This is an optimization exercise on Yosys and OpenROAD, whose aim is small area, not a production implementation. Only simulation tests tie the RTL to the original design; equivalence was not proved.

==> flow/design.v <==
module step_engine(W, d, blk, tgt, src, M, ran);
input [63:0] W;
input d, blk;
output [15:0] tgt, src;
output [3:0] M;
output ran;
wire [15:0] z;
genvar g;
generate for (g = 0; g < 16; g = g + 1) begin : zc
	assign z[g] = (W[g*4 +: 4] == 4'd0);
end endgenerate
wire [11:0] e;
generate for (g = 0; g < 12; g = g + 1) begin : pr
	localparam integer L = g / 3, J = g % 3;
	wire [3:0] X = W[(L*4+J)*4 +: 4];
	wire [3:0] Y = W[(L*4+J+1)*4 +: 4];
	wire eqm = (X == Y) && !z[L*4+J] && (X != 4'b1100);    
	assign e[g] = eqm || (d ? (z[L*4+J+1] && !z[L*4+J]) : (z[L*4+J] && !z[L*4+J+1]));
end endgenerate
wire [3:0] la;    
wire [3:0] lok;   
wire [11:0] f;    
generate for (g = 0; g < 4; g = g + 1) begin : ln
	assign la[g] = |e[g*3 +: 3];
	if (g == 0) assign lok[g] = !blk;
	else assign lok[g] = lok[g-1] && !la[g-1];
	assign f[g*3+0] = lok[g] && e[g*3+0] && (d ? !(e[g*3+1] || e[g*3+2]) : 1'b1);
	assign f[g*3+1] = lok[g] && e[g*3+1] && (d ? !e[g*3+2] : !e[g*3+0]);
	assign f[g*3+2] = lok[g] && e[g*3+2] && (d ? 1'b1 : !(e[g*3+0] || e[g*3+1]));
	assign tgt[g*4+0] = !d && f[g*3+0];
	assign tgt[g*4+1] = d ? f[g*3+0] : f[g*3+1];
	assign tgt[g*4+2] = d ? f[g*3+1] : f[g*3+2];
	assign tgt[g*4+3] = d && f[g*3+2];
	assign src[g*4+0] = d && f[g*3+0];
	assign src[g*4+1] = d ? f[g*3+1] : f[g*3+0];
	assign src[g*4+2] = d ? f[g*3+2] : f[g*3+1];
	assign src[g*4+3] = !d && f[g*3+2];
end endgenerate
assign ran = !blk && (|la);
reg [3:0] S;
reg tnz;
integer i;
always @* begin
	S = 4'd0;
	tnz = 1'b0;
	for (i = 0; i < 16; i = i + 1) begin
		S = S | ({4{src[i]}} & W[i*4 +: 4]);
		tnz = tnz | (tgt[i] && !z[i]);
	end
end
function [3:0] dbl;
	input [3:0] c;
	case (c)
		4'b0011: dbl = 4'b0110;
		4'b0110: dbl = 4'b0101;
		4'b0101: dbl = 4'b0010;
		4'b0010: dbl = 4'b0001;
		4'b0001: dbl = 4'b0100;
		4'b0100: dbl = 4'b1000;
		4'b1000: dbl = 4'b1001;
		4'b1001: dbl = 4'b1010;
		4'b1010: dbl = 4'b1011;
		default: dbl = 4'b1100;
	endcase
endfunction
assign M = tnz ? dbl(S) : S;
endmodule
module Runner2048 (board_clk, VGA_R, VGA_G, VGA_B, hsync, vsync, clk, blank_n, rst, inputnums);
input board_clk, rst;
input [3:0] inputnums;
output hsync, vsync, clk, blank_n;
output [7:0] VGA_R, VGA_G, VGA_B;
reg a, clk_q;
always @(posedge board_clk or posedge rst)
	if (rst) begin a <= 1'b0; clk_q <= 1'b0; end
	else begin a <= ~a; clk_q <= a; end
assign clk = clk_q;
wire ce = a;
reg [9:0] x, y;
wire x_end = x[9] & x[8] & x[4] & x[3] & x[0];    
wire y_end = y[9] & y[3] & y[2] & y[0];           
always @(posedge board_clk or posedge rst)
	if (rst) begin x <= 10'd0; y <= 10'd0; end
	else if (ce) begin
		x <= x_end ? 10'd0 : x + 10'd1;
		if (x_end) y <= y_end ? 10'd0 : y + 10'd1;
	end
wire sa = (x >= 10'd1) && (x <= 10'd640) && (y < 10'd480);
assign blank_n = sa;
assign hsync = ~((x >= 10'd656) && (x <= 10'd747));
assign vsync = ~((x != 10'd0) ? (y == 10'd490 || y == 10'd491) : (y == 10'd491 || y == 10'd492));
wire cv = (x >= 10'd53) && (x <= 10'd551) && (x != 10'd177) && (x != 10'd302) && (x != 10'd427);
wire rv = (y >= 10'd51) && (y <= 10'd449) && (y != 10'd150) && (y != 10'd250) && (y != 10'd350);
wire [1:0] ci = {x > 10'd302, (x > 10'd177 && x < 10'd302) || x > 10'd427};
wire [1:0] ri = {y > 10'd250, (y > 10'd150 && y < 10'd250) || y > 10'd350};
reg [63:0] B;    
reg [63:0] V;    
reg [2:0] state, NS;
reg tq;
localparam [2:0] START = 3'b000, REVERSETRANSLATE = 3'b001, CHECK = 3'b010,
                 MOVEUP = 3'b100, MOVEDOWN = 3'b101, MOVELEFT = 3'b110, MOVERIGHT = 3'b111;
wire [63:0] BT, VT;    
genvar gr, gc;
generate for (gr = 0; gr < 4; gr = gr + 1) begin : tr
	for (gc = 0; gc < 4; gc = gc + 1) begin : tc
		assign BT[(gc*4+gr)*4 +: 4] = B[(gr*4+gc)*4 +: 4];
		assign VT[(gr*4+gc)*4 +: 4] = V[(gc*4+gr)*4 +: 4];
	end
end endgenerate
wire vert = state[2] && !state[1];
wire horz = state[2] && state[1];
wire d = state[0];
wire [15:0] tgt, src;
wire [3:0] M;
wire ran;
step_engine eng(.W(vert ? V : B), .d(d), .blk(tq), .tgt(tgt), .src(src), .M(M), .ran(ran));
wire idle_in = !(inputnums == 4'b0111 || inputnums == 4'b1011 || inputnums == 4'b1101 || inputnums == 4'b1110);
wire copy = (state == START) && idle_in;           
wire rev = (state == REVERSETRANSLATE);           
wire chk_go = (state == CHECK) && (inputnums == 4'b1111);
reg [15:0] ins;
reg seen;
integer i;
always @* begin
	seen = tq;
	for (i = 0; i < 16; i = i + 1) begin
		ins[i] = chk_go && !seen && (B[i*4 +: 4] == 4'd0);
		seen = seen || (B[i*4 +: 4] == 4'd0);
	end
end
wire [15:0] wB = horz ? (tgt | src) : 16'd0;    
wire [15:0] wV = vert ? (tgt | src) : 16'd0;    
wire [3:0] MI = chk_go ? 4'b0011 : M;           
reg [63:0] Bn, Vn;
always @* begin
	for (i = 0; i < 16; i = i + 1) begin
		Bn[i*4 +: 4] = ({4{!(rev || wB[i] || ins[i])}} & B[i*4 +: 4]) |
		               ({4{rev}} & VT[i*4 +: 4]) |
		               ({4{(horz && tgt[i]) || ins[i]}} & MI);
		Vn[i*4 +: 4] = ({4{!(copy || wV[i])}} & V[i*4 +: 4]) |
		               ({4{copy}} & BT[i*4 +: 4]) |
		               ({4{vert && tgt[i]}} & M);
	end
end
reg [2:0] NSn;
reg tn;
always @* begin
	NSn = NS; tn = tq;
	case (state)
		START:
			case (inputnums)
				4'b0111: NSn = MOVEUP;
				4'b1011: NSn = MOVEDOWN;
				4'b1101: NSn = MOVELEFT;
				4'b1110: NSn = MOVERIGHT;
				default: begin NSn = START; tn = 1'b0; end
			endcase
		REVERSETRANSLATE: begin tn = 1'b0; NSn = CHECK; end
		MOVEUP:    begin NSn = ran ? MOVEUP : REVERSETRANSLATE; tn = 1'b0; end
		MOVEDOWN:  begin NSn = ran ? MOVEDOWN : REVERSETRANSLATE; tn = 1'b0; end
		MOVELEFT:  begin NSn = ran ? MOVELEFT : CHECK; tn = 1'b0; end
		MOVERIGHT: begin NSn = ran ? MOVERIGHT : CHECK; tn = 1'b0; end
		CHECK:
			if (inputnums == 4'b1111) begin
				tn = seen;
				NSn = START;
			end else
				NSn = CHECK;
		default: ;
	endcase
end
always @(posedge board_clk or posedge rst)
	if (rst) begin
		B <= 64'd0; V <= 64'd0; NS <= START; state <= START; tq <= 1'b0;
	end else begin
		B <= Bn; V <= Vn; NS <= NSn; state <= NS; tq <= tn;
	end
reg game_over, win;
integer r, c;
always @* begin
	game_over = 1'b1;
	win = 1'b0;
	for (i = 0; i < 16; i = i + 1) begin
		if (B[i*4 +: 4] == 4'd0) game_over = 1'b0;
		if (B[i*4 +: 4] == 4'b1001) win = 1'b1;
	end
	for (r = 0; r < 4; r = r + 1)
		for (c = 0; c < 3; c = c + 1) begin
			if (B[(r*4+c)*4 +: 4] == B[(r*4+c+1)*4 +: 4]) game_over = 1'b0;
			if (B[(c*4+r)*4 +: 4] == B[((c+1)*4+r)*4 +: 4]) game_over = 1'b0;
		end
end
wire [3:0] tsel = B[{ri, ci}*4 +: 4];
wire any = cv && rv;
reg Rn, Gn, Bcn;
always @* begin
	if (game_over) begin Rn = sa; Gn = 1'b0; Bcn = 1'b0; end
	else if (win) begin Rn = 1'b0; Gn = sa; Bcn = 1'b0; end
	else begin
		Rn = any && !tsel[3] && !tsel[2];
		Gn = any && !tsel[3] && !tsel[1];
		Bcn = any && !tsel[3] && !tsel[0];
	end
end
reg R1, G1, B1, R2, G2, B2;
always @(posedge board_clk or posedge rst)
	if (rst) begin
		R1 <= 1'b0; G1 <= 1'b0; B1 <= 1'b0; R2 <= 1'b0; G2 <= 1'b0; B2 <= 1'b0;
	end else if (ce) begin
		R1 <= Rn; G1 <= Gn; B1 <= Bcn;
		R2 <= R1; G2 <= G1; B2 <= B1;
	end
assign VGA_R = {8{R2}};
assign VGA_G = {8{G2}};
assign VGA_B = {8{B2}};
endmodule
==> flow/flow/run.sh <==
#!/bin/bash
# Own flow: the standard layout (standard.sh), except that synthesis maps
# the logic with an area-oriented ABC script (flow/area.abc) in place of
# ORFS's. Everything before ABC (registers, their names and cells) and every
# step after synthesis is the standard flow's.
set -euo pipefail
W=$(pwd)
# ORFS's synth.tcl with only the ABC script swapped
sed 's#^\(\s*\)log_cmd abc {\*}\$abc_args#\1log_cmd abc {*}[lreplace $abc_args 1 1 '"$W"'/flow/area.abc]#' \
  "$FLOW_HOME/scripts/synth.tcl" > "$W/synth_area.tcl"
grep -q "flow/area.abc" "$W/synth_area.tcl"
sed "s#\$::env(SCRIPTS_DIR)/synth.tcl#$W/synth_area.tcl#" synth_recipe.tcl > "$W/synth_recipe_area.tcl"
grep -q "synth_area.tcl" "$W/synth_recipe_area.tcl"
sed "s#SYNTH_SCRIPT=[^ ]*#SYNTH_SCRIPT=$W/synth_recipe_area.tcl#" standard.sh > "$W/standard_area.sh"
grep -q "synth_recipe_area.tcl" "$W/standard_area.sh"
bash "$W/standard_area.sh" synth > "$W/synth.log" 2>&1
# clock tree: no dummy loads, smaller clock buffers
export CTS_ARGS="-sink_clustering_enable -repair_clock_nets -dont_use_dummy_load -buf_list sky130_fd_sc_hd__clkbuf_8"
# ports: each gets a plain buf_1 as its buffer
export BUFFER_PORTS_ARGS="-buffer_cell sky130_fd_sc_hd__buf_1"
bash standard.sh finish > "$W/layout.log" 2>&1
test -f out/final.def
==> flow/flow/area.abc <==
strash
&get -n
&deepsyn -I 1 -J 20
&put
strash
&get -n
&dch -f
&nf -R 1000
&put
==> flow/standard.sh <==
#!/bin/bash
# synth_recipe.tcl (not shown) runs the flow's synth.tcl, then flattens the netlist and writes it again
# the make line also repeats each setting of config.mk as NAME=value (left out here)
make -C /OpenROAD-flow-scripts/flow DESIGN_CONFIG=/design/flow/config.mk WORK_HOME=/design/flow/orfs CLKGATE_MAP_FILE= SYNTH_SCRIPT=/design/flow/synth_recipe.tcl "${@:-finish}"
==> flow/config.mk <==
export PLATFORM = sky130hd
export DESIGN_NAME = Runner2048
export DESIGN_NICKNAME = Runner2048
export VERILOG_FILES = /design/flow/design.v
export SDC_FILE = /design/flow/constraint.sdc
export NUM_CORES = 4
export LEC_CHECK = 0
export ABC_AREA = 1
export CAP_MARGIN = 0
export CORE_MARGIN = 2
export CORE_UTILIZATION = 55
export SLEW_MARGIN = 0
==> flow/constraint.sdc <==
create_clock -name core_clock -period 20.0 [get_ports {board_clk}]
set_input_delay 4.0000 -clock core_clock [delete_from_list [all_inputs] [get_ports {board_clk}]]
set_output_delay 4.0000 -clock core_clock [all_outputs]
set_load 0.01 [all_outputs]
==> summary.txt, run 1 <==
Cells and area
  • Design area: 12660 sq um
  • Fin nets: 1490
  • Commonest non-fill, non-tap cell in the layout: dfrtp_1
  • Final core occ: 0.5985
  • Syn-to-layout area delta: 5.925%
  • Most frequent cells in the layout: dfrtp_1 (163), nor2_1 (159), nand2_1 (129)
  • Layout cells sized above 1: 0.03127

Clock tree
  • CTS tree: yes
  • Clock transition at path regs: 100 ps
  • CTS Hold Bufs: 0
  • Clock root cell: clkbuf_8
  • Max Root-Sink Buffers: 2
  • Htree depth: 4
  • CTS resizes: 0
  • Clock latency (worst-skew pair): 490 ps
  • CTS sink cnt: 163
  • Post-CTS Setup Repair Bufs: 0
  • Inserted Clock Buffers: 17

STA
  • Final Cycle Share: 0.4614
  • Slew Limit Fails: 0
  • Final setup vio count: 0
  • Unrepaired setup endpoints after global routing: no
  • Post-layout worst setup margin: 10770 ps
  • Worst relative slew slack: 0.2248
  • Max frequency: 108.4 MHz
  • Final Hold Viols: 0
  • Final setup skew: 43.73 ps
  • Setup_tns: 0 ps
  • Worst Tran Pin Value: 1152 ps
  • Final min period: 9228 ps

Yosys
  • Synth area leader: dfrtp_1
  • Post-Synth Adder-Cell Area: 0.01151
  • Top-area cell type share of the netlist area: 0.3413
  • Post-synth EDFFs: 0
  • Async set or reset register ratio after synthesis: 1.000
  • Synth Area per Inst: 8.382 sq um
  • Post-synthesis sequential area ratio: 0.3413
  • Netlist cell types: 60
  • Mux contribution to synthesized area: 0.05098
  • Main flop type after synthesis: dfrtp_1
  • Ys Warns: 2
  • Synth Area in Compound Gates: 0.2585
  • Xor/xnor cell area share of the yosys netlist: 0.09526
  • Synth top area cells: dfrtp_1 (34%), a222oi_1 (7.0%), nor2_1 (5.1%)
  • Synth Register Bits: 163
  • Main combinational cell family by area after synthesis: compound AO/OA/AOI/OAI gates
  • Synth Cell Area: 11950 sq um
  • Post-Synth Simple-Gate Area: 0.1920
  • Mapped Cells: 1426

Die
  • Chip height: 151.4 um
  • I/O pin cnt: 34
  • Initial Util: 0.5650
  • Row cnt: 53
  • Die W: 151.4 um
  • Core Area: 21150 sq um
  • Die area: 22930 sq um

Critical path
  • Reg2reg setup slack: 10770 ps
  • Worst setup path start: state[1]
  • R2r endpoint: B[42]
  • FF-to-FF path depth: 28
  • CP Max Fanout: 44
  • Slowest CP cell: nor4_1
  • Reg2reg start: state[1]
  • CP endpoint kind: flop
  • Type of origin of the critical path: flop
  • CP required: 20390 ps
  • CP Class: flop to flop
  • Critical Path AT: 9620 ps
  • Critical path's largest stage delay: 900 ps

Global route
  • Vias in the first global route: 11790
  • GRT Max-Usage Layer: met2
  • First-pass GRT wire length: 71.37 mm
  • Initial antenna violation count: 0
  • Largest net degree at the start of global routing: 103
  • Global routing usage on met3: 0.09307
  • Met2 GRT Util: 0.6048
  • GRT Util Overall: 0.4153
  • Grt met1 use: 0.5655
  • Total grt overflow: 0

Routing
  • First-pass DRT Iterations: 9
  • Post-DRT Antenna Nets: 0
  • Drt wl/cell: 27.04 um
  • Via Count: 12890
  • Via/cell ratio: 7.380
  • Iteration-0 DRC Markers: 2303
  • DRC viols: 0
  • Post-Route WL: 47.24 mm

Worst hold path
  • Hold_sp: NS[0]
  • Min-Delay Path Class: flop to flop
  • Min-Delay Endpoint: state[0]
  • WHS Path Cells: 0

Placement
  • Final GP Congestion: 1.054
  • Pre-CTS setup slack: 11220 ps
  • Placed cell area: 12420 sq um
  • Hpwl dp: 33.23 mm
  • Port Buffers: 33

Status
  • Status: no timing/DRC/antenna violations

Flow run
  • Max-cap violations: 0
registers in the layout, summed over array words and instances, names as in the netlist:
signal / flops
G2: 1
G1: 1
y: 10
state: 3
x: 10
R2: 1
NS: 3
tq: 1
B1: 1
B: 64
R1: 1
a: 1
B2: 1
V: 64
clk_q: 1
synth_stat cells (44+ instances only):
master      n
a222oi_1   83
xor2_1     66
o22ai_1    51
dfrtp_1   163
o21ai_0    75
nor3_1     44
a21oi_1    74
nand2_1   129
nor2_1    161
a22oi_1    47
clkinv_1  113
mux2i_1    53
xnor2_1    64
nor4_1     46
per-stage QoR:
step                hold WS (ps)  instances
global route               392.2       1746
floorplan                  354.2       1426
global placement           363.0       1729
finish                     388.9       1747
detailed placement         369.5       1729
CTS                        387.4       1746
how the worst max path moves through the flow:
stage,end,cells past startpoint,slack (ps)
finish,B[42],28,10770
global placement,B[14],28,11300
floorplan,B[23],27,8110
global route,B[26],29,10150
detailed placement,B[14],28,11220
CTS,B[42],28,11140
worst max-delay path: cells and delay by family, from the launching register on:
kind / cells / cell delay (ps)
and+or+nand+nor: 15 / 4920
AOI/OAI and AO/OA: 6 / 1460
buffers and inverters: 5 / 1320
muxes: 1 / 710
DFF: 1 / 530
xor gates and xnor gates: 1 / 140
cell families after synthesis:
| logic type | count (synthesis) |
|---|---|
| XOR/XNOR | 130 |
| AND/OR/NAND/NOR | 493 |
| adder cells (fa/ha/maj) | 11 |
| multiplexers | 58 |
| buffers and inverters | 137 |
| AO/OA/AOI/OAI | 434 |
| flip-flops | 163 |
cell type report:
class | count | area [sq um]
well taps | 275 | 344.1
diodes | 1 | 2.502
flip-flops and latches | 163 | 4079
repair buffers | 52 | 266.5
inverters | 113 | 429.2
clock buffers | 17 | 234.0
multi-input cells | 1126 | 7306
fillers | 1932 | 8493
per-layer routing:
layer	vias up	part of all wire
li1	5519	-
met3	210	0.12
met2	1040	0.42
met1	6123	0.39
met4	0	0.065
met5	-	0
==> run 2, diff against run 1 <==
--- a/flow/config.mk
+++ b/flow/config.mk
@@ -8,5 +8,5 @@
 export ABC_AREA = 1
 export CAP_MARGIN = 0
 export CORE_MARGIN = 2
-export CORE_UTILIZATION = 55
+export CORE_UTILIZATION = 40
 export SLEW_MARGIN = 0
==> run 2 against run 1 <==
Net effect:
- clock skew shrank 0.55 ps
- still clean on timing, DRC and antenna
- final area grew 1.0%
- synthesized area is the same
- fmax shrank 5.4%
- setup slack lost 520 ps
- synthesized cell count is the same
==> summary.txt, run 2 <==
Routing
  • Post-DRT Antenna Nets: 0
  • Via/cell ratio: 6.782
  • Post-Route WL: 48.80 mm
  • First-pass DRT Iterations: 10
  • Iteration-0 DRC Markers: 2166
  • Drt wl/cell: 26.24 um
  • Via Count: 12610
  • DRC viols: 0

STA
  • Max frequency: 102.5 MHz
  • Final setup skew: 43.17 ps
  • Slew Limit Fails: 0
  • Worst relative slew slack: 0.2951
  • Unrepaired setup endpoints after global routing: no
  • Final setup vio count: 0
  • Final Hold Viols: 0
  • Setup_tns: 0 ps
  • Post-layout worst setup margin: 10250 ps
  • Final min period: 9753 ps
  • Worst Tran Pin Value: 1048 ps
  • Final Cycle Share: 0.4876

Flow run
  • Max-cap violations: 0

Die
  • Die W: 176.9 um
  • Initial Util: 0.4044
  • Row cnt: 63
  • Die area: 31280 sq um
  • Chip height: 176.9 um
  • I/O pin cnt: 34
  • Core Area: 29560 sq um

Clock tree
  • CTS Hold Bufs: 0
  • Clock root cell: clkbuf_8
  • CTS tree: yes
  • Htree depth: 4
  • Clock latency (worst-skew pair): 500 ps
  • Clock transition at path regs: 80 ps
  • CTS sink cnt: 163
  • Max Root-Sink Buffers: 2
  • Post-CTS Setup Repair Bufs: 0
  • Inserted Clock Buffers: 17
  • CTS resizes: 0

Yosys
  • Synth cell count leaders: dfrtp_1 (163), nor2_1 (161), nand2_1 (129), clkinv_1 (113), a222oi_1 (83)
  • Async set or reset register ratio after synthesis: 1.000
  • Ys Warns: 2
  • Most common cell in the netlist: dfrtp_1
  • Synth area leader: dfrtp_1
  • Synth Area per Inst: 8.382 sq um
  • Post-synth EDFFs: 0
  • Synth Register Bits: 163
  • Synth Cell Area: 11950 sq um
  • Synth top area cells: dfrtp_1 (34%), a222oi_1 (7.0%), nor2_1 (5.1%)
  • Mapped Cells: 1426
  • Post-synthesis sequential area ratio: 0.3413
  • Top-area cell type share of the netlist area: 0.3413
  • Netlist cell types: 60
  • Main flop type after synthesis: dfrtp_1

Global route
  • Total grt overflow: 0
  • GRT Max-Usage Layer: met2
  • Global routing usage on met3: 0.06443
  • Met2 GRT Util: 0.4627
  • Initial antenna violation count: 2
  • Largest net degree at the start of global routing: 80
  • Vias in the first global route: 11780
  • Grt met1 use: 0.4402
  • First-pass GRT wire length: 73.97 mm
  • GRT Util Overall: 0.3124

Critical path
  • Critical path's largest stage delay: 810 ps
  • Critical Path AT: 10160 ps
  • Type of origin of the critical path: flop
  • CP Class: flop to flop
  • CP endpoint kind: flop
  • Slowest CP cell: buf_4
  • CP required: 20410 ps
  • CP Max Fanout: 59

Placement
  • Final GP Congestion: 0.9776
  • Port Buffers: 33
  • Placed insts: 1842
  • Pre-CTS setup slack: 10620 ps
  • Hpwl dp: 35.02 mm

Status
  • Status: no timing/DRC/antenna violations

Cells and area
  • Post-route insts no fill: 1860
  • Fill cells: 2996
  • Layout cells sized above 1: 0.03063
  • Commonest non-fill, non-tap cell in the layout: dfrtp_1
  • Most frequent cells in the layout: dfrtp_1 (163), nor2_1 (158), nand2_1 (129)
  • Syn-to-layout area delta: 7.024%
  • Area of the multi-input gates: 7308 sq um
  • Storage cell area: 4079 sq um
  • Fin nets: 1488
  • Biggest regs: B: 64 flops, V: 64 flops

Worst hold path
  • Min-Delay Path Class: flop to flop
## run 2: cell counts after synthesis
Identical to the previous run, type by type.
## run 2: worst max-delay path, delay by kind of cell, from the launching register on
family | cells | cell delay, ps
fa+ha+maj | 1 | 350
simple gates | 17 | 5300
compound gates | 5 | 1020
flops | 1 | 510
mux | 1 | 670
buf+inv | 5 | 1750
## run 2: cells by family (layout without fill, tap and decap cells)
logic type / Yosys count / count (layout) / synth area share
other cells: 0 / 1 / 0
fa+ha+maj: 11 / 11 / 0.01151
xor+xnor: 130 / 130 / 0.09526
mux: 58 / 58 / 0.05098
buf+inv: 137 / 180 / 0.05056
flops: 163 / 163 / 0.3413
simple gates: 493 / 493 / 0.1920
compound gates: 434 / 434 / 0.2585
## run 2: per-layer routing
metal	vias to the layer above	routed length, um
li1	5492	-
met1	6110	20630
met2	858	21120
met3	154	5008
met4	0	2045
met5	-	0
## run 2: metrics by stage
stage	hold WS, ps	util	cell area [sq um]
floorplan	354.2	-	11950
global placement	370.0	0.4248	12560
detailed placement	369.4	0.4248	12560
CTS	386.9	0.4327	12790
global route	393.3	0.4327	12790
finish	383.9	0.4328	12790
## run 2: final timing paths
kind                       depth (start not counted)       end     start  slack [ps]
max                                               29     B[43]  state[1]       10250
min                                                0  state[1]     NS[1]         380
max reg2reg                                       29     B[43]  state[1]       10250
min reg2reg                                        0  state[1]     NS[1]         380
max in group asynchronous                          4     V[18]       rst       14590
min in group asynchronous                          2     V[60]       rst        3550
## run 2: layout make-up
type,instances,area share
Multi-Input combinational cell,1126,0.5713
Sequential cell,163,0.3189
Tap cell,390,0.03815
Inverter,113,0.03355
Timing Repair Buffer,50,0.01966
Clock buffer,17,0.01829
Antenna cell,1,0.0001956
==> run 3, diff against run 2 <==
--- a/flow/flow/run.sh
+++ b/flow/flow/run.sh
@@ -1,14 +1,21 @@
 #!/bin/bash
-# Own flow: the standard layout (standard.sh), except that synthesis maps
-# the logic with an area-oriented ABC script (flow/area.abc) in place of
-# ORFS's. Everything before ABC (registers, their names and cells) and every
-# step after synthesis is the standard flow's.
+# Own flow: the standard layout (standard.sh) with these changes:
+# - synthesis maps the logic with an area-oriented ABC script (flow/area.abc)
+#   in place of ORFS's, and buffers repeated output nets with buf_1; all
+#   before ABC (registers, their names and cells) is the standard flow's;
+# - the clock tree uses clkbuf_8 and no dummy loads;
+# - each port's buffer is a buf_1.
+# Each tool's output goes to synth.log and layout.log here (ORFS's own logs
+# are under orfs/logs).
 set -euo pipefail
 W=$(pwd)
 # ORFS's synth.tcl with only the ABC script swapped
 sed 's#^\(\s*\)log_cmd abc {\*}\$abc_args#\1log_cmd abc {*}[lreplace $abc_args 1 1 '"$W"'/flow/area.abc]#' \
   "$FLOW_HOME/scripts/synth.tcl" > "$W/synth_area.tcl"
 grep -q "flow/area.abc" "$W/synth_area.tcl"
+# outputs that repeat another output's net get a buf_1 (not buf_4) from insbuf
+sed -i 's#^\(\s*\)insbuf -buf {\*}\$::env(MIN_BUF_CELL_AND_PORTS)#\1insbuf -buf sky130_fd_sc_hd__buf_1 A X#' "$W/synth_area.tcl"
+grep -q "insbuf -buf sky130_fd_sc_hd__buf_1 A X" "$W/synth_area.tcl"
 sed "s#\$::env(SCRIPTS_DIR)/synth.tcl#$W/synth_area.tcl#" synth_recipe.tcl > "$W/synth_recipe_area.tcl"
 grep -q "synth_area.tcl" "$W/synth_recipe_area.tcl"
 sed "s#SYNTH_SCRIPT=[^ ]*#SYNTH_SCRIPT=$W/synth_recipe_area.tcl#" standard.sh > "$W/standard_area.sh"
==> run 3 against run 2 <==
Net effect:
- wire length increased by 0.49%
- synthesized cell count did not move
- core utilization increased by 0.22 points
- synthesized area is 0.75% lower
- final area about the same
- via count increased by 0.67%
- critical path type unchanged
==> summary.txt, run 3 <==
Status
  • Status: no timing/DRC/antenna violations

Critical path
  • CP Class: flop to flop
  • CP Max Fanout: 52
  • Slowest CP cell: nor2_1
  • Most frequent CP cell: nand2_1
  • Type of origin of the critical path: flop
  • Critical Path AT: 10130 ps
  • Critical path's largest stage delay: 980 ps
  • CP required: 20380 ps
  • CP endpoint kind: flop

Yosys
  • Synth area leader: dfrtp_1
  • Synth Cell Area: 11860 sq um
  • Most common cell in the netlist: dfrtp_1
  • Main flop type after synthesis: dfrtp_1
  • Top-area cell type share of the netlist area: 0.3438
  • Mapped Cells: 1426
  • Async set or reset register ratio after synthesis: 1.000
  • Synth Register Bits: 163
  • Post-synth EDFFs: 0
  • Post-synthesis sequential area ratio: 0.3438
  • Ys Warns: 2
  • Synth cell count leaders: dfrtp_1 (163), nor2_1 (161), nand2_1 (129), clkinv_1 (113), a222oi_1 (83)
  • Synth Area per Inst: 8.319 sq um
  • Synth top area cells: dfrtp_1 (34%), a222oi_1 (7.0%), nor2_1 (5.1%)
  • Netlist cell types: 60

Routing
  • Via/cell ratio: 6.831
  • Post-Route WL: 49.04 mm
  • Via Count: 12700
  • Post-DRT Antenna Nets: 0
  • Drt wl/cell: 26.38 um
  • DRC viols: 0
  • First-pass DRT Iterations: 10
  • Iteration-0 DRC Markers: 2125

Clock tree
  • Clock transition at path regs: 110 ps
  • Inserted Clock Buffers: 17
  • CTS tree: yes
  • CTS resizes: 0
  • Clock latency (worst-skew pair): 480 ps
  • CTS sink cnt: 163
  • Max Root-Sink Buffers: 2
  • Post-CTS Setup Repair Bufs: 0
  • CTS Hold Bufs: 0
  • Clock root cell: clkbuf_8
  • Htree depth: 4

Cells and area
  • Layout cells sized above 1: 0.02995
  • Syn-to-layout area delta: 7.795%
  • Biggest regs: B: 64 flops, V: 64 flops
  • Fill cells: 2977
  • Most frequent cells in the layout: dfrtp_1 (163), nor2_1 (159), nand2_1 (129)
  • # diodes: 0
  • Final core occ: 0.4349
  • Fin nets: 1488
  • Post-route insts no fill: 1859
  • Design area: 12790 sq um
  • Commonest non-fill, non-tap cell in the layout: dfrtp_1

Placement
  • Hpwl dp: 35.40 mm
  • Final GP Congestion: 0.9898
  • Placed cell area: 12550 sq um
  • Port Buffers: 33
  • Placed insts: 1842

Die
  • Chip height: 176.2 um
  • Die W: 176.2 um
  • Initial Util: 0.4035
  • Die area: 31050 sq um
  • Row cnt: 63
  • Core Area: 29400 sq um
  • I/O pin cnt: 34

STA
  • Worst Tran Pin Value: 1440 ps
  • Final setup vio count: 0
  • Final min period: 9746 ps
  • Worst relative slew slack: 0.03653
  • Max frequency: 102.6 MHz
  • Final setup skew: 39.23 ps
  • Final Hold Viols: 0
  • Final Cycle Share: 0.4873
  • Slew Limit Fails: 0
  • Setup_tns: 0 ps
  • Unrepaired setup endpoints after global routing: no

Global route
  • First-pass GRT wire length: 74.38 mm
  • Largest net degree at the start of global routing: 80
  • Initial antenna violation count: 0
  • GRT Util Overall: 0.3140
  • Total grt overflow: 0
  • Vias in the first global route: 11810

Flow run
  • Max-cap violations: 0

Worst hold path
  • Min-Delay Path Class: flop to flop
## run 3: cells by family (layout without fill, tap and decap cells)
family / count (synthesis) / count (layout) / share of synthesized area
adder cells (fa/ha/maj): 11 / 11 / 0.01160
multiplexers: 58 / 58 / 0.05137
AND/OR/NAND/NOR: 493 / 493 / 0.1934
buffers and inverters: 137 / 180 / 0.04335
XOR/XNOR: 130 / 130 / 0.09598
AO/OA/AOI/OAI: 434 / 434 / 0.2604
flip-flops: 163 / 163 / 0.3438
## run 3: layout make-up
| class | count | area, sq um | share of cell area |
|---|---|---|---|
| flip-flops and latches | 163 | 4079 | 0.3190 |
| repair buffers | 50 | 251.5 | 0.01967 |
| inverters | 113 | 429.2 | 0.03356 |
| well taps | 390 | 488.0 | 0.03816 |
| clock buffers | 17 | 234.0 | 0.01830 |
| multi-input cells | 1126 | 7306 | 0.5713 |
## run 3: worst paths after layout
kind	start	to	slack, ps	depth (start not counted)
setup / recovery	state[1]	B[55]	10250	31
min in group asynchronous	rst	NS[0]	3520	2
max in group asynchronous	rst	V[29]	14470	4
setup reg to reg	state[1]	B[55]	10250	31
hold / removal	NS[2]	state[2]	390	0
hold reg to reg	NS[2]	state[2]	390	0
## run 3: through the flow
step	hold WS [ps]	worst slack, ps
global placement	356.1	10880
CTS	390.8	10620
detailed placement	365.0	10730
finish	389.1	10250
global route	419.2	9749
floorplan	354.2	8107
## run 3: routing by layer
layer,track usage,part of all wire,up-vias
met2,0.4701,0.44,874
met3,0.05749,0.11,139
met1,0.4332,0.41,6191
met4,0.1618,0.047,0
met5,0,0,-
li1,-,-,5494
## run 3: critical path: cells and delay by family (launching register included)
kind,cells,cell delay (ps)
adders and majority gates,1,360
DFF,1,530
muxes,1,550
and+or+nand+nor,19,5770
buffers and inverters,6,1800
AOI/OAI and AO/OA,4,590
==> run 4, diff against run 3 <==
--- a/flow/design.v
+++ b/flow/design.v
@@ -10,12 +10,13 @@
 	assign z[g] = (W[g*4 +: 4] == 4'd0);
 end endgenerate
 wire [11:0] e;
+wire [11:0] eqm;   
 generate for (g = 0; g < 12; g = g + 1) begin : pr
 	localparam integer L = g / 3, J = g % 3;
 	wire [3:0] X = W[(L*4+J)*4 +: 4];
 	wire [3:0] Y = W[(L*4+J+1)*4 +: 4];
-	wire eqm = (X == Y) && !z[L*4+J] && (X != 4'b1100);    
-	assign e[g] = eqm || (d ? (z[L*4+J+1] && !z[L*4+J]) : (z[L*4+J] && !z[L*4+J+1]));
+	assign eqm[g] = (X == Y) && !z[L*4+J] && (X != 4'b1100);    
+	assign e[g] = eqm[g] || (d ? (z[L*4+J+1] && !z[L*4+J]) : (z[L*4+J] && !z[L*4+J+1]));
 end endgenerate
 wire [3:0] la;    
 wire [3:0] lok;   
@@ -38,14 +39,12 @@
 end endgenerate
 assign ran = !blk && (|la);
 reg [3:0] S;
-reg tnz;
+wire tnz;
 integer i;
 always @* begin
 	S = 4'd0;
-	tnz = 1'b0;
 	for (i = 0; i < 16; i = i + 1) begin
 		S = S | ({4{src[i]}} & W[i*4 +: 4]);
-		tnz = tnz | (tgt[i] && !z[i]);
 	end
 end
 function [3:0] dbl;
@@ -63,6 +62,7 @@
 		default: dbl = 4'b1100;
 	endcase
 endfunction
+assign tnz = |(f & eqm);
 assign M = tnz ? dbl(S) : S;
 endmodule
 module Runner2048 (board_clk, VGA_R, VGA_G, VGA_B, hsync, vsync, clk, blank_n, rst, inputnums);
--- a/flow/config.mk
+++ b/flow/config.mk
@@ -9,4 +9,5 @@
 export CAP_MARGIN = 0
 export CORE_MARGIN = 2
 export CORE_UTILIZATION = 40
+export PLACE_DENSITY = 0.9
 export SLEW_MARGIN = 0
==> run 4 against run 3 <==
Net effect:
- sequential cell count is the same
- critical path type unchanged
- critical endpoint is now B[20]
- first-iteration DRC count grew 34%
- clock skew shrank 9.5 ps
- worst hold slack lost 14 ps
- synthesized area shrank 0.24%
- sequential share of layout area grew 0.069 points
- final area shrank 0.22%
- die area shrank 0.24%
==> summary.txt, run 4 <==
Status
  • Status: no timing/DRC/antenna violations

Cells and area
  • # diodes: 0
  • Post-route insts no fill: 1847
  • Fin nets: 1482
  • Syn-to-layout area delta: 7.824%
  • Layout cells sized above 1: 0.02871
  • Most frequent cells in the layout: dfrtp_1 (163), nor2_1 (137), nand2_1 (131)
  • Biggest regs: B: 64 flops, V: 64 flops
  • Final core occ: 0.4410
  • Commonest non-fill, non-tap cell in the layout: dfrtp_1

Yosys
  • Main flop type after synthesis: dfrtp_1
  • Netlist cell types: 58
  • Synth Area in Compound Gates: 0.2536
  • Top-area cell type share of the netlist area: 0.3447
  • Most common cell in the netlist: dfrtp_1
  • Post-Synth Adder-Cell Area: 0.01163
  • Post-synth EDFFs: 0
  • Ys Warns: 2
  • Mux contribution to synthesized area: 0.05022
  • Synth top area cells: dfrtp_1 (34%), xnor2_1 (8.6%), a22oi_1 (5.5%)
  • Post-Synth Simple-Gate Area: 0.2152
  • Post-synthesis sequential area ratio: 0.3447
  • Synth Register Bits: 163
  • Mapped Cells: 1419
  • Main combinational cell family by area after synthesis: compound AO/OA/AOI/OAI gates
  • Synth Cell Area: 11830 sq um
  • Synth area leader: dfrtp_1
  • Synth cell count leaders: dfrtp_1 (163), nor2_1 (137), nand2_1 (131), xnor2_1 (116), o21ai_0 (112)
  • Async set or reset register ratio after synthesis: 1.000
  • Synth Area per Inst: 8.340 sq um
  • Xor/xnor cell area share of the yosys netlist: 0.09770

Clock tree
  • Inserted Clock Buffers: 17
  • CTS sink cnt: 163
  • CTS resizes: 0
  • Clock root cell: clkbuf_8
  • Post-CTS Setup Repair Bufs: 0
  • CTS tree: yes
  • Max Root-Sink Buffers: 2
  • CTS Hold Bufs: 0
  • Clock transition at path regs: 70 ps
  • Clock latency (worst-skew pair): 470 ps
  • Htree depth: 4

Routing
  • Via/cell ratio: 7.173
  • First-pass DRT Iterations: 11
  • DRC viols: 0
  • Drt wl/cell: 26.28 um
  • Post-DRT Antenna Nets: 0
  • Via Count: 13250
  • Iteration-0 DRC Markers: 2857
  • Post-Route WL: 48.55 mm

Placement
  • Hpwl dp: 34.26 mm
  • Placed insts: 1830
  • Final GP Congestion: 1.047
  • Port Buffers: 33

Critical path
  • Type of origin of the critical path: flop
  • CP Max Fanout: 73
  • Reg2reg setup slack: 10700 ps
  • FF-to-FF path depth: 25
  • R2r endpoint: B[20]
  • Reg2reg start: state[1]
  • CP required: 20320 ps
  • Critical Path AT: 9620 ps
  • CP endpoint kind: flop
  • CP Class: flop to flop

Global route
  • First-pass GRT wire length: 73.73 mm
  • Initial antenna violation count: 0
  • Vias in the first global route: 12410
  • Total grt overflow: 0
  • Largest net degree at the start of global routing: 101
  • GRT Util Overall: 0.3094

Worst hold path
  • Min-Delay Endpoint: state[1]
  • WHS Path Cells: 0
  • Min-Delay Path Class: flop to flop
  • Hold_sp: NS[1]

Die
  • Die area: 30980 sq um
  • Initial Util: 0.4090
  • Core Area: 28940 sq um
  • I/O pin cnt: 34
  • Die W: 176 um
  • Row cnt: 62
  • Chip height: 176 um

STA
  • Final Hold Viols: 0
  • Final setup vio count: 0
  • Final setup skew: 29.76 ps
  • Worst Tran Pin Value: 1057 ps
  • Max frequency: 107.5 MHz
  • Worst relative slew slack: 0.2950
  • Fin Hold WS: 375.4 ps
  • Final min period: 9300 ps
  • Final Cycle Share: 0.4650
  • Slew Limit Fails: 0
  • Unrepaired setup endpoints after global routing: no
  • Setup_tns: 0 ps

Flow run
  • Max-cap violations: 0
==> run 4: worst max-delay path, stage by stage (launching register included) <==
cell      delay (ps)
dfrtp_1          530
nand2b_4         260
buf_4            790
mux2i_1          610
xnor2_1          140
nor4_1           540
xnor2_1          210
nor3b_1          410
nor2b_1          640
and2_0           370
clkinv_1         130
nor2_1           470
nor2_1           320
and3_1           310
nand2_1          210
nor2_1            70
a221oi_1         230
o221ai_1         170
or3_1            430
ha_1             230
and2_0           150
a211oi_2         190
buf_4            340
nand2_1          620
a222oi_1         620
clkinv_1         120
==> run 4: layer usage <==
metal	part of all wire	wire (um)	vias up	track usage
met5	0	0	-	0
met4	0.060	2934	0	0.1522
met3	0.16	7895	273	0.1135
met2	0.41	19780	1297	0.4501
met1	0.37	17930	6170	0.4050
li1	-	-	5509	-
==> run 4: how the worst max path moves through the flow <==
| stage | depth (start not counted) | from | endpoint |
|---|---|---|---|
| finish | 25 | state[1] | B[20] |
| floorplan | 6 | inputnums[3] | V[40] |
| global placement | 25 | state[1] | B[20] |
| detailed placement | 26 | state[1] | B[5] |
| CTS | 26 | state[1] | B[5] |
| global route | 27 | state[1] | B[5] |
==> run 4: area by class of cell <==
type	count	area, sq um
Sequential cell	163	4079
Inverter	61	234.0
Timing Repair Buffer	51	259.0
Clock buffer	17	234.0
Fill cell	2819	16180
Multi-Input combinational cell	1171	7473
Tap cell	384	480.5
==> run 4: cells by family after synthesis <==
| family | count (synthesis) |
|---|---|
| AO/OA/AOI/OAI | 444 |
| flip-flops | 163 |
| XOR/XNOR | 132 |
| multiplexers | 59 |
| AND/OR/NAND/NOR | 525 |
| buffers and inverters | 85 |
| adder cells (fa/ha/maj) | 11 |
==> run 4: through the flow <==
| stage | setup slack [ps] | area (sq um) |
|---|---|---|
| 6_report | 10700 | 12760 |
| 3_3_place_gp | 11190 | 12530 |
| 2_1_floorplan | 8956 | 11830 |
| 4_1_cts | 11120 | 12760 |
| 5_1_grt | 10290 | 12760 |
| 3_5_place_dp | 11140 | 12530 |
==> run 5, diff against run 4 <==
--- a/flow/config.mk
+++ b/flow/config.mk
@@ -9,5 +9,4 @@
 export CAP_MARGIN = 0
 export CORE_MARGIN = 2
 export CORE_UTILIZATION = 40
-export PLACE_DENSITY = 0.9
 export SLEW_MARGIN = 0
==> run 5 against run 4 <==
Net effect:
- die area stayed put
- setup slack better by 700 ps
- via count is 4.2% lower
- wire length is 0.56% lower
- still clean on timing, DRC and antenna
- clock skew is 20 ps higher
- core utilization is 0.078 points lower
- register-to-register slack better by 700 ps
- count of clock-buffer cells in the layout stayed put
==> summary.txt, run 5 <==
STA
  • Final setup skew: 49.42 ps
  • Unrepaired setup endpoints after global routing: no
  • Final min period: 8602 ps
  • Max frequency: 116.3 MHz
  • Slew Limit Fails: 0
  • Worst Tran Pin Value: 997.2 ps
  • Final Cycle Share: 0.4301
  • Final setup vio count: 0
  • Post-layout worst setup margin: 11400 ps
  • Setup_tns: 0 ps
  • Final Hold Viols: 0
  • Worst relative slew slack: 0.3301

Routing
  • Post-DRT Antenna Nets: 0
  • Post-Route WL: 48.28 mm
  • Via/cell ratio: 6.888
  • First-pass DRT Iterations: 9
  • DRC viols: 0
  • Iteration-0 DRC Markers: 2272
  • Via Count: 12700
  • Drt wl/cell: 26.19 um

Cells and area
  • Syn-to-layout area delta: 7.634%
  • Fin nets: 1478
  • # diodes: 0
  • Commonest non-fill, non-tap cell in the layout: dfrtp_1
  • Layout cells sized above 1: 0.02742
  • Fill cells: 2929
  • Final core occ: 0.4402
  • Biggest regs: B: 64 flops, V: 64 flops
  • Most frequent cells in the layout: dfrtp_1 (163), nor2_1 (137), nand2_1 (131)

Global route
  • Largest net degree at the start of global routing: 101
  • Initial antenna violation count: 0
  • Total grt overflow: 0
  • First-pass GRT wire length: 72.57 mm
  • GRT Util Overall: 0.3080
  • Vias in the first global route: 11630

Clock tree
  • Clock transition at path regs: 90 ps
  • Htree depth: 4
  • CTS resizes: 0
  • Clock latency (worst-skew pair): 500 ps
  • CTS tree: yes
  • Max Root-Sink Buffers: 2
  • Inserted Clock Buffers: 17
  • Clock root cell: clkbuf_8
  • CTS sink cnt: 163
  • Post-CTS Setup Repair Bufs: 0
  • CTS Hold Bufs: 0

Die
  • Die area: 30980 sq um
  • Die W: 176 um
  • Initial Util: 0.4090
  • Core Area: 28940 sq um
  • I/O pin cnt: 34
  • Chip height: 176 um
  • Row cnt: 62

Yosys
  • Top-area cell type share of the netlist area: 0.3447
  • Post-synthesis sequential area ratio: 0.3447
  • Netlist cell types: 58
  • Mux contribution to synthesized area: 0.05022
  • Synth area leader: dfrtp_1
  • Synth Area per Inst: 8.340 sq um
  • Synth cell count leaders: dfrtp_1 (163), nor2_1 (137), nand2_1 (131), xnor2_1 (116), o21ai_0 (112)
  • Synth Cell Area: 11830 sq um
  • Mapped Cells: 1419
  • Most common cell in the netlist: dfrtp_1
  • Post-Synth Simple-Gate Area: 0.2152
  • Ys Warns: 2
  • Main combinational cell family by area after synthesis: compound AO/OA/AOI/OAI gates
  • Post-Synth Adder-Cell Area: 0.01163
  • Async set or reset register ratio after synthesis: 1.000
  • Main flop type after synthesis: dfrtp_1
  • Synth Area in Compound Gates: 0.2536
  • Xor/xnor cell area share of the yosys netlist: 0.09770
  • Synth Register Bits: 163
  • Post-synth EDFFs: 0
  • Synth top area cells: dfrtp_1 (34%), xnor2_1 (8.6%), a22oi_1 (5.5%)

Critical path
  • CP required: 20330 ps
  • Reg2reg start: state[2]
  • Reg2reg setup slack: 11400 ps
  • FF-to-FF path depth: 27
  • Type of origin of the critical path: flop
  • CP endpoint kind: flop
  • Critical Path AT: 8940 ps
  • CP Class: flop to flop
  • CP Max Fanout: 47
  • R2r endpoint: B[37]

Placement
  • Pre-CTS setup slack: 11890 ps
  • Final GP Congestion: 1.042
  • Hpwl dp: 33.97 mm
  • Port Buffers: 33

Worst hold path
  • WHS Path Cells: 0
  • Min-Delay Endpoint: state[2]
  • Hold_sp: NS[2]
  • Min-Delay Path Class: flop to flop

Status
  • Status: no timing/DRC/antenna violations

Flow run
  • Max-cap violations: 0
==> run 5: worst max-delay path, cell delays in order, from the launching register on <==
cell and delay, ps:
dfrtp_1 570, nor2b_4 210, buf_4 490, mux2i_1 250, and2_0 260, a21oi_1 250
nor2_1 80, nor4_1 520, xnor2_1 220, nor3b_1 320, nor2b_1 650, and2_0 340
clkinv_1 120, nor2_1 470, nor2_1 270, and3_1 300, nand2_1 180, nor2_1 60
a221oi_1 250, o221ai_1 190, or3_1 440, ha_1 250, o21ai_0 160, a21oi_1 70
a221oi_2 230, nand2_1 630, a222oi_1 550, clkinv_1 100
==> run 5: final cells by class <==
| cell class | count | area, sq um | area share |
|---|---|---|---|
| Inverter | 61 | 234.0 | 0.01837 |
| Multi-Input combinational cell | 1171 | 7481 | 0.5873 |
| Clock buffer | 17 | 234.0 | 0.01837 |
| Sequential cell | 163 | 4079 | 0.3202 |
| Tap cell | 384 | 480.5 | 0.03772 |
| Timing Repair Buffer | 47 | 229.0 | 0.01798 |
==> run 5: worst max path at each step <==
stage | from | to | slack (ps)
CTS | state[2] | B[41] | 11830
detailed placement | state[2] | B[5] | 11890
global placement | state[1] | B[38] | 12170
global route | state[2] | B[21] | 10980
floorplan | inputnums[3] | V[40] | 8960
finish | state[2] | B[37] | 11400
==> run 5: kinds of logic after synthesis <==
family	count (synthesis)
fa+ha+maj	11
flops	163
compound gates	444
mux	59
xor+xnor	132
buf+inv	85
simple gates	525
==> run 5: layer usage <==
layer / part of all wire / GRT usage
met1: 0.41 / 0.4324
met2: 0.42 / 0.4449
met3: 0.13 / 0.08807
met4: 0.042 / 0.1247
met5: 0 / 0
==> run 5: metrics by stage <==
step / cells / hold WS, ps / cell area [sq um]
finish: 1843 / 368.2 / 12740
global route: 1843 / 383.2 / 12740
CTS: 1843 / 374.8 / 12740
detailed placement: 1826 / 360.6 / 12500
global placement: 1826 / 361.8 / 12500
floorplan: 1419 / 354.2 / 11830
==> run 6, diff against run 5 <==
--- a/flow/config.mk
+++ b/flow/config.mk
@@ -9,4 +9,5 @@
 export CAP_MARGIN = 0
 export CORE_MARGIN = 2
 export CORE_UTILIZATION = 40
+export PLACE_DENSITY = 0.75
 export SLEW_MARGIN = 0
==> run 6 against run 5 <==
Net effect:
- via count is 2.3% higher
- setup slack worse by 600 ps
- die area stayed put
- first-iteration DRC count increased by 23%
- clock skew shrank 5.1 ps
- sequential cell count unchanged
- core utilization did not move
- register-to-register slack got worse by 600 ps
==> summary.txt, run 6 <==
Status
  • Status: no timing/DRC/antenna violations

Die
  • Chip height: 176 um
  • Die W: 176 um
  • Initial Util: 0.4090
  • Die area: 30980 sq um
  • Core Area: 28940 sq um
  • I/O pin cnt: 34
  • Row cnt: 62

Routing
  • Drt wl/cell: 26.23 um
  • Via Count: 12990
  • First-pass DRT Iterations: 10
  • Post-Route WL: 48.38 mm
  • Iteration-0 DRC Markers: 2799
  • Post-DRT Antenna Nets: 0
  • DRC viols: 0
  • Via/cell ratio: 7.046

Critical path
  • CP required: 20310 ps
  • WP buf/inv: 4
  • Type of origin of the critical path: flop
  • Critical Path AT: 9520 ps
  • Slowest CP cell: a2111oi_0
  • Reg2reg setup slack: 10800 ps
  • Critical path's largest stage delay: 880 ps
  • Worst path top cell family by delay: simple AND/OR/NAND/NOR gates
  • CP Max Fanout: 28
  • FF-to-FF path depth: 28
  • R2r endpoint: B[57]
  • Most frequent CP cell: nor2_1
  • CP Class: flop to flop
  • Reg2reg start: state[2]
  • CP endpoint kind: flop

Cells and area
  • Biggest regs: B: 64 flops, V: 64 flops
  • Layout cells sized above 1: 0.02671
  • Commonest non-fill, non-tap cell in the layout: dfrtp_1
  • Fin nets: 1479
  • Syn-to-layout area delta: 7.634%
  • Final core occ: 0.4402
  • Fill cells: 2861
  • # diodes: 0
  • Most frequent cells in the layout: dfrtp_1 (163), nor2_1 (137), nand2_1 (131)

STA
  • Final setup skew: 44.33 ps
  • Setup_tns: 0 ps
  • Worst Tran Pin Value: 1294 ps
  • Slew Limit Fails: 0
  • Final Hold Viols: 0
  • Max frequency: 108.7 MHz
  • Unrepaired setup endpoints after global routing: no
  • Final min period: 9204 ps
  • Final setup vio count: 0
  • Final Cycle Share: 0.4602
  • Worst relative slew slack: 0.1307

Yosys
  • Main flop type after synthesis: dfrtp_1
  • Netlist cell types: 58
  • Synth Cell Area: 11830 sq um
  • Top-area cell type share of the netlist area: 0.3447
  • Synth cell count leaders: dfrtp_1 (163), nor2_1 (137), nand2_1 (131), xnor2_1 (116), o21ai_0 (112)
  • Async set or reset register ratio after synthesis: 1.000
  • Synth Area per Inst: 8.340 sq um
  • Synth Register Bits: 163
  • Synth top area cells: dfrtp_1 (34%), xnor2_1 (8.6%), a22oi_1 (5.5%)
  • Most common cell in the netlist: dfrtp_1
  • Post-synth EDFFs: 0
  • Synth area leader: dfrtp_1
  • Ys Warns: 2
  • Post-synthesis sequential area ratio: 0.3447
  • Mapped Cells: 1419

Placement
  • Port Buffers: 33
  • Hpwl dp: 34.23 mm
  • Final GP Congestion: 1.007

Global route
  • Vias in the first global route: 11920
  • First-pass GRT wire length: 72.60 mm
  • Largest net degree at the start of global routing: 85
  • GRT Util Overall: 0.3058
  • Initial antenna violation count: 0
  • Total grt overflow: 0

Clock tree
  • CTS sink cnt: 163
  • Post-CTS Setup Repair Bufs: 0
  • Htree depth: 4
  • Clock root cell: clkbuf_8
  • CTS Hold Bufs: 0
  • Inserted Clock Buffers: 17
  • CTS resizes: 0
  • CTS tree: yes
  • Clock latency (worst-skew pair): 490 ps
  • Max Root-Sink Buffers: 2
  • Clock transition at path regs: 70 ps

Worst hold path
  • Hold_sp: NS[1]
  • Min-Delay Endpoint: state[1]
  • WHS Path Cells: 0
  • Min-Delay Path Class: flop to flop

Flow run
  • Max-cap violations: 0
==> run 6: cell counts after synthesis <==
No cell type changed its count.
==> run 6: cells by family (layout without fill, tap and decap cells) <==
| family | after synthesis | after routing | share of synthesized area |
|---|---|---|---|
| AND/OR/NAND/NOR | 525 | 525 | 0.2152 |
| AO/OA/AOI/OAI | 444 | 444 | 0.2537 |
| flip-flops | 163 | 163 | 0.3447 |
| XOR/XNOR | 132 | 132 | 0.09769 |
| buffers and inverters | 85 | 126 | 0.02696 |
| multiplexers | 59 | 59 | 0.05022 |
| adder cells (fa/ha/maj) | 11 | 11 | 0.01163 |
==> run 6: worst max-delay path by stage <==
stage / cells past startpoint / from / slack, ps / to
6_report: 28 / state[2] / 10800 / B[57]
5_1_grt: 28 / state[2] / 10260 / B[5]
4_1_cts: 28 / state[2] / 11170 / B[37]
3_5_place_dp: 28 / state[2] / 11260 / B[37]
3_3_place_gp: 28 / state[2] / 11360 / B[25]
2_1_floorplan: 6 / inputnums[3] / 8960 / V[40]
==> run 6: worst reg2reg max path, delay by kind of cell (launching register included) <==
kind | cells | cell delay (ps)
xor+xnor | 1 | 210
fa+ha+maj | 1 | 250
buf+inv | 4 | 1010
compound gates | 8 | 2430
mux | 1 | 190
flops | 1 | 560
simple gates | 13 | 4420
==> run 6: per-layer routing <==
| layer | routed length, um | vias to the layer above | GRT usage |
|---|---|---|---|
| li1 | - | 5494 | - |
| met1 | 18340 | 6093 | 0.4096 |
| met2 | 19970 | 1175 | 0.4472 |
| met3 | 7435 | 231 | 0.1001 |
| met4 | 2634 | 0 | 0.1402 |
| met5 | 0 | - | 0.006410 |
==> run 6: cell type report <==
class / count / area, sq um / share of cell area
clock buffers: 17 / 234.0 / 0.01837
inverters: 61 / 234.0 / 0.01837
multi-input cells: 1171 / 7473 / 0.5867
flip-flops and latches: 163 / 4079 / 0.3202
well taps: 384 / 480.5 / 0.03772
repair buffers: 48 / 236.5 / 0.01857
==> run 6: through the flow <==
| stage | hold slack [ps] | cells | setup WS, ps | area (sq um) |
|---|---|---|---|---|
| after CTS | 383.4 | 1844 | 11170 | 12740 |
| after detailed placement | 367.2 | 1827 | 11260 | 12500 |
| after global placement | 359.8 | 1827 | 11360 | 12500 |
| after floorplan | 354.2 | 1419 | 8956 | 11830 |
| final | 381.3 | 1844 | 10800 | 12740 |
| after global routing | 405.4 | 1844 | 10260 | 12740 |
==> run 7, diff against run 6 <==
--- a/flow/flow/run.sh
+++ b/flow/flow/run.sh
@@ -4,7 +4,8 @@
 #   in place of ORFS's, and buffers repeated output nets with buf_1; all
 #   before ABC (registers, their names and cells) is the standard flow's;
 # - the clock tree uses clkbuf_8 and no dummy loads;
-# - each port's buffer is a buf_1.
+# - each port's buffer is a buf_1;
+# - placement is not timing driven.
 # Each tool's output goes to synth.log and layout.log here (ORFS's own logs
 # are under orfs/logs).
 set -euo pipefail
@@ -25,5 +26,8 @@
 export CTS_ARGS="-sink_clustering_enable -repair_clock_nets -dont_use_dummy_load -buf_list sky130_fd_sc_hd__clkbuf_8"
 # ports: each gets a plain buf_1 as its buffer
 export BUFFER_PORTS_ARGS="-buffer_cell sky130_fd_sc_hd__buf_1"
+# placement is not timing driven (the design has ample slack), so the buffers
+# synthesis put on repeated output nets are removed at floorplan instead
+export REMOVE_ABC_BUFFERS=1
 bash standard.sh finish > "$W/layout.log" 2>&1
 test -f out/final.def
--- a/flow/config.mk
+++ b/flow/config.mk
@@ -9,5 +9,5 @@
 export CAP_MARGIN = 0
 export CORE_MARGIN = 2
 export CORE_UTILIZATION = 40
-export PLACE_DENSITY = 0.75
+export GPL_TIMING_DRIVEN = 0
 export SLEW_MARGIN = 0
==> run 7 against run 6 <==
Net effect:
- sequential share of layout area down 0.58 points
- first-iteration DRC count decreased by 30%
- fmax is 9.1% lower
- still clean on timing, DRC and antenna
- wire length shrank 0.56%
- final area is 1.9% higher
- critical path depth decreased by 4
- synthesized area unchanged
==> summary.txt, run 7 <==
Critical path
  • CP required: 20390 ps
  • R2r endpoint: B[20]
  • CP endpoint kind: flop
  • CP Class: flop to flop
  • Type of origin of the critical path: flop
  • Critical Path AT: 10510 ps
  • Reg2reg setup slack: 9880 ps
  • Slowest CP cell: a2111oi_0
  • FF-to-FF path depth: 24
  • Reg2reg start: state[1]
  • Critical path's largest stage delay: 1020 ps
  • Worst-path cell chain: nand2b_4 -> buf_16 -> mux2i_1 -> xnor2_1 -> nor4_1 -> xnor2_1 -> nor3b_1 -> nor2b_1 -> and2_0 -> clkinv_1 -> a2111oi_0 -> nor2_1 -> and3_1 -> nand2_1 -> nor2_1 -> a221oi_1 -> o221ai_1 -> or3_1 -> ha_1 -> and2_0 -> a211oi_4 -> nand2_1 -> a222oi_1 -> clkinv_1
  • CP Max Fanout: 41

Placement
  • Port Buffers: 33
  • Placed cell area: 12740 sq um
  • Hpwl dp: 34.53 mm
  • Final GP Congestion: 0.9940
  • Pre-CTS setup slack: 10170 ps

Cells and area
  • Most frequent cells in the layout: dfrtp_1 (162), nor2_1 (137), nand2_1 (131)
  • Fin nets: 1486
  • Layout cells sized above 1: 0.03408
  • # diodes: 0
  • Design area: 12980 sq um
  • Syn-to-layout area delta: 9.653%
  • Biggest regs: B: 64 flops, V: 64 flops
  • Commonest non-fill, non-tap cell in the layout: dfrtp_1

STA
  • Slew Limit Fails: 0
  • Final setup vio count: 0
  • Final min period: 10120 ps
  • Final Hold Viols: 0
  • Final Cycle Share: 0.5062
  • Max frequency: 98.77 MHz
  • Setup_tns: 0 ps
  • Final setup skew: 36.27 ps
  • Worst Tran Pin Value: 1326 ps
  • Unrepaired setup endpoints after global routing: no
  • Post-layout worst setup margin: 9875 ps
  • Worst relative slew slack: 0.1130

Global route
  • Largest net degree at the start of global routing: 65
  • First-pass GRT wire length: 72.80 mm
  • Vias in the first global route: 11730
  • Initial antenna violation count: 2
  • GRT Util Overall: 0.3114
  • Total grt overflow: 0

Die
  • Core Area: 28940 sq um
  • I/O pin cnt: 34
  • Die area: 30980 sq um
  • Initial Util: 0.4090
  • Chip height: 176 um
  • Die W: 176 um
  • Row cnt: 62

Yosys
  • Async set or reset register ratio after synthesis: 1.000
  • Post-synthesis sequential area ratio: 0.3447
  • Main flop type after synthesis: dfrtp_1
  • Mapped Cells: 1419
  • Top-area cell type share of the netlist area: 0.3447
  • Ys Warns: 2
  • Synth Cell Area: 11830 sq um
  • Synth cell count leaders: dfrtp_1 (163), nor2_1 (137), nand2_1 (131), xnor2_1 (116), o21ai_0 (112)
  • Synth Register Bits: 163
  • Most common cell in the netlist: dfrtp_1
  • Synth top area cells: dfrtp_1 (34%), xnor2_1 (8.6%), a22oi_1 (5.5%)
  • Synth Area per Inst: 8.340 sq um
  • Synth area leader: dfrtp_1
  • Post-synth EDFFs: 0
  • Netlist cell types: 58

Flow run
  • Max-cap violations: 0

Clock tree
  • CTS sink cnt: 163
  • CTS resizes: 0
  • Post-CTS Setup Repair Bufs: 0
  • CTS tree: yes
  • CTS Hold Bufs: 0
  • Htree depth: 4
  • Clock root cell: clkbuf_8
  • Max Root-Sink Buffers: 2
  • Inserted Clock Buffers: 17
  • Clock latency (worst-skew pair): 510 ps
  • Clock transition at path regs: 100 ps

Routing
  • Drt wl/cell: 25.99 um
  • Via/cell ratio: 6.770
  • Post-DRT Antenna Nets: 0
  • Via Count: 12530
  • Post-Route WL: 48.11 mm
  • First-pass DRT Iterations: 9
  • Iteration-0 DRC Markers: 1958
  • DRC viols: 0

Worst hold path
  • Min-Delay Endpoint: state[1]
  • Min-Delay Path Class: flop to flop
  • Hold_sp: NS[1]
  • WHS Path Cells: 0

Status
  • Status: no timing/DRC/antenna violations
-- run 7: cell families (layout without fill, tap and decap cells) --
group                      after synthesis  in the layout  share of synthesized area
muxes                                   59             59                    0.05022
xor gates and xnor gates               132            132                    0.09769
adders and majority gates               11             11                    0.01163
and+or+nand+nor                        525            525                     0.2152
DFF                                    163            163                     0.3447
buffers and inverters                   85            133                    0.02696
AOI/OAI and AO/OA                      444            444                     0.2537
-- run 7: how the worst max path moves through the flow --
| stage | from | to | depth (start not counted) | slack, ps |
|---|---|---|---|---|
| after floorplan | inputnums[3] | V[40] | 6 | 8960 |
| after global placement | state[1] | B[25] | 25 | 3910 |
| after detailed placement | state[1] | B[20] | 26 | 10170 |
| after CTS | state[1] | B[56] | 26 | 10120 |
| after global routing | state[1] | B[29] | 28 | 9350 |
| final | state[1] | B[20] | 24 | 9880 |
-- run 7: cell type report --
cell class	count	area, sq um
well taps	384	480.5
clock buffers	17	234.0
fillers	2895	15960
multi-input cells	1171	7512
repair buffers	55	435.4
inverters	61	234.0
flip-flops and latches	163	4080
-- run 7: worst max-delay path, delay by kind of cell (launching register included) --
| kind | cells | cell delay (ps) |
|---|---|---|
| compound gates | 5 | 2740 |
| xor+xnor | 2 | 340 |
| fa+ha+maj | 1 | 250 |
| buf+inv | 3 | 580 |
| flops | 1 | 530 |
| mux | 1 | 630 |
| simple gates | 12 | 4920 |
-- run 7: layer usage --
metal / vias to the layer above / GRT usage / wire [um]
li1: 5499 / - / -
met1: 6075 / 0.4077 / 19500
met2: 815 / 0.4621 / 20830
met3: 139 / 0.1077 / 5546
met4: 4 / 0.1443 / 2197
met5: - / 0 / 23
-- run 7: metrics by stage --
stage,instances,util,hold WS (ps)
final,1851,0.4485,373.2
after global placement,1812,0.4267,356.8
after detailed placement,1834,0.4404,362.6
after global routing,1851,0.4485,389.4
after CTS,1851,0.4485,376.0
after floorplan,1395,-,354.2

## what the ideal ports hide
How much do the figures lean on ideal ports? The routed layouts below were timed once more, with nothing changed but the port constraints.
Step 1, drivers: a clkbuf_16 drives board_clk and a buf_2 each remaining input, both assumed.
Step 2 moves the port delays by t, midway between the first and last clock arrival at a register: inputs arrive t later, outputs are due t later. That takes back most of the time a late clock gives input paths.
a / b / c = ideal / step 1 / step 2; a / b = the first two.
run | t (ns) | setup WS [ns] | worst hold slack (ns) | latest minus earliest clock arrival (ns)
run 1 | 0.506 | 10.772 / 10.772 / 10.772 | 0.389 / 0.389 / 0.389 | 0.044 / 0.043
run 2 | 0.528 | 10.247 / 10.247 / 10.247 | 0.384 / 0.384 / 0.384 | 0.044 / 0.043
run 3 | 0.509 | 10.254 / 10.254 / 10.254 | 0.389 / 0.389 / 0.389 | 0.039 / 0.040
run 4 | 0.502 | 10.700 / 10.700 / 10.700 | 0.375 / 0.375 / 0.375 | 0.029 / 0.030
run 5 | 0.523 | 11.398 / 11.398 / 11.398 | 0.368 / 0.368 / 0.368 | 0.049 / 0.050
run 6 | 0.508 | 10.796 / 10.796 / 10.796 | 0.381 / 0.381 / 0.381 | 0.044 / 0.045
run 7 | 0.534 | 9.875 / 9.875 / 9.875 | 0.373 / 0.373 / 0.373 | 0.037 / 0.037
After both steps every run listed still meets setup and hold.
